This is an optimization exercise on Yosys and OpenROAD, whose aim is small area and a short achievable clock period, not a production implementation.
The RTL was checked by simulation tests, not by an equivalence proof against the original design.

==> flow/design.v <==
module hd_calcu_4m(input [15:0] a,
                   output [4:0] hd
                  );
  wire c0, s0, c1, s1, c2, s2, c3, s3, c4, s4, c5, s5, c6, s6, c7, s7, c8, s8, c9, s9, c10, s10, c11, s11, c12, s12, c13, s13, c14, s14;
  ham_fa f0 (a[0], a[10], a[11], c0, s0);
  ham_fa f1 (a[12], a[13], a[14], c1, s1);
  ham_fa f2 (a[15], a[1], a[2], c2, s2);
  ham_fa f3 (a[3], a[4], a[5], c3, s3);
  ham_fa f4 (a[6], a[7], a[8], c4, s4);
  ham_fa f5 (a[9], s0, s1, c5, s5);
  ham_fa f6 (s2, s3, s4, c6, s6);
  ham_ha h7 (s5, s6, c7, s7);
  ham_fa f8 (c0, c1, c2, c8, s8);
  ham_fa f9 (c3, c4, c5, c9, s9);
  ham_fa f10 (c6, s8, c7, c10, s10);
  ham_ha h11 (s9, s10, c11, s11);
  ham_fa f12 (c8, c9, c10, c12, s12);
  ham_ha h13 (c11, s12, c13, s13);
  ham_ha h14 (c12, c13, c14, s14);
  assign hd[0] = s7;
  assign hd[1] = s11;
  assign hd[2] = s13;
  assign hd[3] = s14;
  assign hd[4] = c14;
endmodule
module ham_fa(input a, input b, input c, output co, output s);
  assign s  = a ^ b ^ c;
  assign co = (a & b) | (a & c) | (b & c);
endmodule
module ham_ha(input a, input b, output co, output s);
  assign s  = a ^ b;
  assign co = a & b;
endmodule
module ham(data_in, data_out, clk, resetn);
input [31:0] data_in;
input clk, resetn;
output reg [33:0] data_out;
wire p1 = data_out[1];
wire p0 = data_out[0];
wire [15:0] va, vb, vn;
genvar k;
generate
  for (k = 0; k < 16; k = k + 1) begin : pr
    ham_pair pp(data_in[2*k+1], data_in[2*k], data_out[2*k+3], data_out[2*k+2],
                va[k], vb[k], vn[k]);
  end
endgenerate
wire [4:0] A, B, N;
hd_calcu_4m ca(va, A);
hd_calcu_4m cb(vb, B);
hd_calcu_4m cn(vn, N);
function cout5;
  input [4:0] u, v;
  input c;
  reg cy;
  integer j;
  begin
    cy = c;
    for (j = 0; j < 5; j = j + 1)
      cy = (u[j] & v[j]) | (u[j] & cy) | (v[j] & cy);
    cout5 = cy;
  end
endfunction
wire [4:0] a8n = ~{A[4] | A[3], ~A[3], A[2:0]};
wire [4:0] rs, rc;
genvar m;
generate
  for (m = 0; m < 5; m = m + 1) begin : rw
    ham_fa f(B[m], N[m], a8n[m], rc[m], rs[m]);
  end
endgenerate
wire ie = A[4] | (A[3] & (~p1 | A[2] | A[1] | A[0]));
wire io = B[4] | (B[3] & (~(p1 & p0) | B[2] | B[1] | B[0])) |
          (~p1 & ~p0 & B[2] & B[1] & B[0]);
wire se = N[4] | (N[3] & (p0 | ~p1 | N[2] | N[1] | N[0])) |
          (p0 & ~p1 & N[2] & N[1] & N[0]);
wire so = rc[4] | cout5(rs, {rc[3:0], 1'b0}, ~p1);
wire is = cout5(A, ~N, ~p0);
wire eo = cout5(B, ~A, ~p0);
wire sel_i = ie & io & is;
wire sel_s = ~is & se & so;
wire sel_e = ~ie & ~se & eo;
wire c1 = ~sel_i & ~sel_s;
wire c0 = ~sel_i & ~sel_e;
wire inv1 = ~sel_e;           
wire inv0 = sel_i | sel_e;    
wire [33:0] nxt;
assign nxt[1:0] = {c1, c0};
generate
  for (k = 0; k < 16; k = k + 1) begin : ob
    ham_obit o1(sel_s, data_in[2*k],   data_in[2*k+1], inv1, nxt[2*k+3]);
    ham_obit o0(sel_s, data_in[2*k+1], data_in[2*k],   inv0, nxt[2*k+2]);
  end
endgenerate
always @(posedge clk, negedge resetn)
begin
  if (!resetn)
    data_out <= 34'd0;
  else
    data_out <= nxt;
end
endmodule
module ham_obit(input s, input u, input v, input inv, output o);
  assign o = s ? u : v ^ inv;
endmodule
module ham_pair(input d1, input d0, input q1, input q0,
                output a, output b, output n);
  wire y;
  ham_xor xa(d1, q1, a);
  ham_xor xb(d0, q0, b);
  ham_xor xy(q1, q0, y);
  ham_mxn mn(y, a, b, n);
endmodule
module ham_xor(input u, input v, output o);
  assign o = u ^ v;
endmodule
module ham_mxn(input s, input u, input v, output o);
  assign o = s ? u : ~v;
endmodule
clock: 12.5 ns
lec_check: 0
cap_margin: 20
core_margin: 2
core_utilization: 60
cts_buf_list: sky130_fd_sc_hd__clkbuf_8
setup_slack_margin: 5
slew_margin: 20
synth_hierarchical: 1
synth_minimum_keep_size: 0
standard.sh (not shown) runs the stock make flow with config.mk's settings and CLKGATE_MAP_FILE= SYNTH_SCRIPT=/design/flow/synth_recipe.tcl, a recipe that flattens the netlist after the stock synthesis.
==> flow/flow/run.sh <==
#!/bin/bash
set -euo pipefail
export BUFFER_PORTS_ARGS="-buffer_cell sky130_fd_sc_hd__buf_1"
bash standard.sh > standard.log 2>&1
Then changed:
--- a/flow/design.v
+++ b/flow/design.v
@@ -8,14 +8,14 @@
   ham_fa f3 (a[3], a[4], a[5], c3, s3);
   ham_fa f4 (a[6], a[7], a[8], c4, s4);
   ham_fa f5 (a[9], s0, s1, c5, s5);
-  ham_fa f6 (s2, s3, s4, c6, s6);
-  ham_ha h7 (s5, s6, c7, s7);
+  ham_ha h6 (s2, s3, c6, s6);
+  ham_fa f7 (s4, s6, s5, c7, s7);
   ham_fa f8 (c0, c1, c2, c8, s8);
-  ham_fa f9 (c3, c4, c5, c9, s9);
-  ham_fa f10 (c6, s8, c7, c10, s10);
-  ham_ha h11 (s9, s10, c11, s11);
-  ham_fa f12 (c8, c9, c10, c12, s12);
-  ham_ha h13 (c11, s12, c13, s13);
+  ham_fa f9 (c3, c4, c6, c9, s9);
+  ham_ha h10 (c5, s8, c10, s10);
+  ham_fa f11 (s9, s10, c7, c11, s11);
+  ham_fa f12 (c8, c10, c9, c12, s12);
+  ham_ha h13 (s12, c11, c13, s13);
   ham_ha h14 (c12, c13, c14, s14);
   assign hd[0] = s7;
   assign hd[1] = s11;
@@ -66,7 +66,7 @@
 genvar m;
 generate
   for (m = 0; m < 5; m = m + 1) begin : rw
-    ham_fa f(B[m], N[m], a8n[m], rc[m], rs[m]);
+    ham_fa f(B[m], a8n[m], N[m], rc[m], rs[m]);
   end
 endgenerate
 wire ie = A[4] | (A[3] & (~p1 | A[2] | A[1] | A[0]));
@@ -79,6 +79,9 @@
 wire eo = cout5(B, ~A, ~p0);
 wire sel_i = ie & io & is;
 wire sel_s = ~is & se & so;
+wire sel_s1, sel_s0;
+ham_sel ss1(is, se, so, sel_s1);
+ham_sel ss0(is, se, so, sel_s0);
 wire sel_e = ~ie & ~se & eo;
 wire c1 = ~sel_i & ~sel_s;
 wire c0 = ~sel_i & ~sel_e;
@@ -88,8 +91,8 @@
 assign nxt[1:0] = {c1, c0};
 generate
   for (k = 0; k < 16; k = k + 1) begin : ob
-    ham_obit o1(sel_s, data_in[2*k],   data_in[2*k+1], inv1, nxt[2*k+3]);
-    ham_obit o0(sel_s, data_in[2*k+1], data_in[2*k],   inv0, nxt[2*k+2]);
+    ham_obit o1(sel_s1, data_in[2*k],   data_in[2*k+1], inv1, nxt[2*k+3]);
+    ham_obit o0(sel_s0, data_in[2*k+1], data_in[2*k],   inv0, nxt[2*k+2]);
   end
 endgenerate
 always @(posedge clk, negedge resetn)
@@ -99,6 +102,9 @@
   else
     data_out <= nxt;
 end
+endmodule
+module ham_sel(input is, input se, input so, output s);
+  assign s = ~is & se & so;
 endmodule
 module ham_obit(input s, input u, input v, input inv, output o);
   assign o = s ? u : v ^ inv;
=>
- The changed run ran to the end with no violations
- routed wire length fell by 13%
- via count falls by 3.1%
- synthesized area goes up by 1.6%
- clock-buffer cell count is higher by 1
- fmax came out higher by 3.1%
- design area shrinks by 7.2%
- non-clock buffer count falls by 3
- worst hold slack got worse by 0.028 ns
- sequential share of layout area climbs by 1.6 points


// ham: RTL as listed in full above, without the edits since
==> flow/config.mk <==
export PLATFORM = sky130hd
export DESIGN_NAME = ham
export DESIGN_NICKNAME = ham
export VERILOG_FILES = /design/flow/design.v
export SDC_FILE = /design/flow/constraint.sdc
export NUM_CORES = 4
export LEC_CHECK = 0
export CAP_MARGIN = 20
export CORE_MARGIN = 2
export CORE_UTILIZATION = 60
export CTS_BUF_LIST = sky130_fd_sc_hd__clkbuf_8
export SETUP_SLACK_MARGIN = 4.5
export SLEW_MARGIN = 20
export SYNTH_HIERARCHICAL = 1
export SYNTH_MINIMUM_KEEP_SIZE = 0
==> flow/constraint.sdc <==
create_clock -name core_clock -period 12.5 [get_ports {clk}]
set_input_delay 2.5000 -clock core_clock [delete_from_list [all_inputs] [get_ports {clk}]]
set_output_delay 2.5000 -clock core_clock [all_outputs]
set_load 0.01 [all_outputs]
Scripts as last shown in full above: flow/flow/run.sh
Edit:
--- a/flow/design.v
+++ b/flow/design.v
@@ -5,20 +5,20 @@
   ham_fa f0 (a[0], a[10], a[11], c0, s0);
   ham_fa f1 (a[12], a[13], a[14], c1, s1);
   ham_fa f2 (a[15], a[1], a[2], c2, s2);
   ham_fa f3 (a[3], a[4], a[5], c3, s3);
   ham_fa f4 (a[6], a[7], a[8], c4, s4);
   ham_fa f5 (a[9], s0, s1, c5, s5);
-  ham_fa f6 (s2, s3, s4, c6, s6);
-  ham_ha h7 (s5, s6, c7, s7);
+  ham_ha h6 (s2, s3, c6, s6);
+  ham_fa f7 (s4, s6, s5, c7, s7);
   ham_fa f8 (c0, c1, c2, c8, s8);
-  ham_fa f9 (c3, c4, c5, c9, s9);
-  ham_fa f10 (c6, s8, c7, c10, s10);
-  ham_ha h11 (s9, s10, c11, s11);
-  ham_fa f12 (c8, c9, c10, c12, s12);
-  ham_ha h13 (c11, s12, c13, s13);
+  ham_fa f9 (c3, c4, c6, c9, s9);
+  ham_ha h10 (c5, s8, c10, s10);
+  ham_fa f11 (s9, s10, c7, c11, s11);
+  ham_fa f12 (c8, c10, c9, c12, s12);
+  ham_ha h13 (s12, c11, c13, s13);
   ham_ha h14 (c12, c13, c14, s14);
   assign hd[0] = s7;
   assign hd[1] = s11;
   assign hd[2] = s13;
   assign hd[3] = s14;
   assign hd[4] = c14;
=> Clock-buffer cell count is unchanged. Final area stays flat. Global-route usage went down by 0.47 points. Register-to-register slack improves by 0.34 ns. Utilization is about the same. Worst hold slack degrades by 0.045 ns. Critical path depth is unchanged. Non-clock buffer count stays the same. Die area stays the same. Synthesized cell count is unchanged. Via count went down slightly. Wire length went down by a few percent.

==> re-timing with driven ports <==
The flow's constraints put no driver on any port. The routed layouts listed below were extracted and timed again, unchanged, in two steps.
Step 1 assumes that a clkbuf_16 drives the clock port and a buf_2 every other input.
Step 2 adds t to the input delays and takes it off the output delays; t is the mean of the earliest and latest rising clock arrival at the registers after step 1. Input paths then give back, and output paths get back, about the clock's delay inside the block.
Slacks: no drivers / after step 1 / after step 2; pairs: no drivers / after step 1.
run	t, ns	slack for setup (ns)	latest minus earliest clock arrival (ns)	cell pins on the clock port's net
the first run of note 1	0.316	5.160 / 5.158 / 4.842	0.004 / 0.004	1
the second run of note 1	0.317	5.382 / 5.390 / 5.074	0.003 / 0.003	1
the first run of note 2	0.318	4.873 / 4.881 / 4.563	0.004 / 0.004	1
the second run of note 2	0.314	5.196 / 5.201 / 4.887	0.007 / 0.007	1
After both steps setup and hold are still met in every run listed. For the first run of note 1, which loses most, drivers alone change the setup slack by -0.002 ns; drivers and shift together by -0.318 ns.
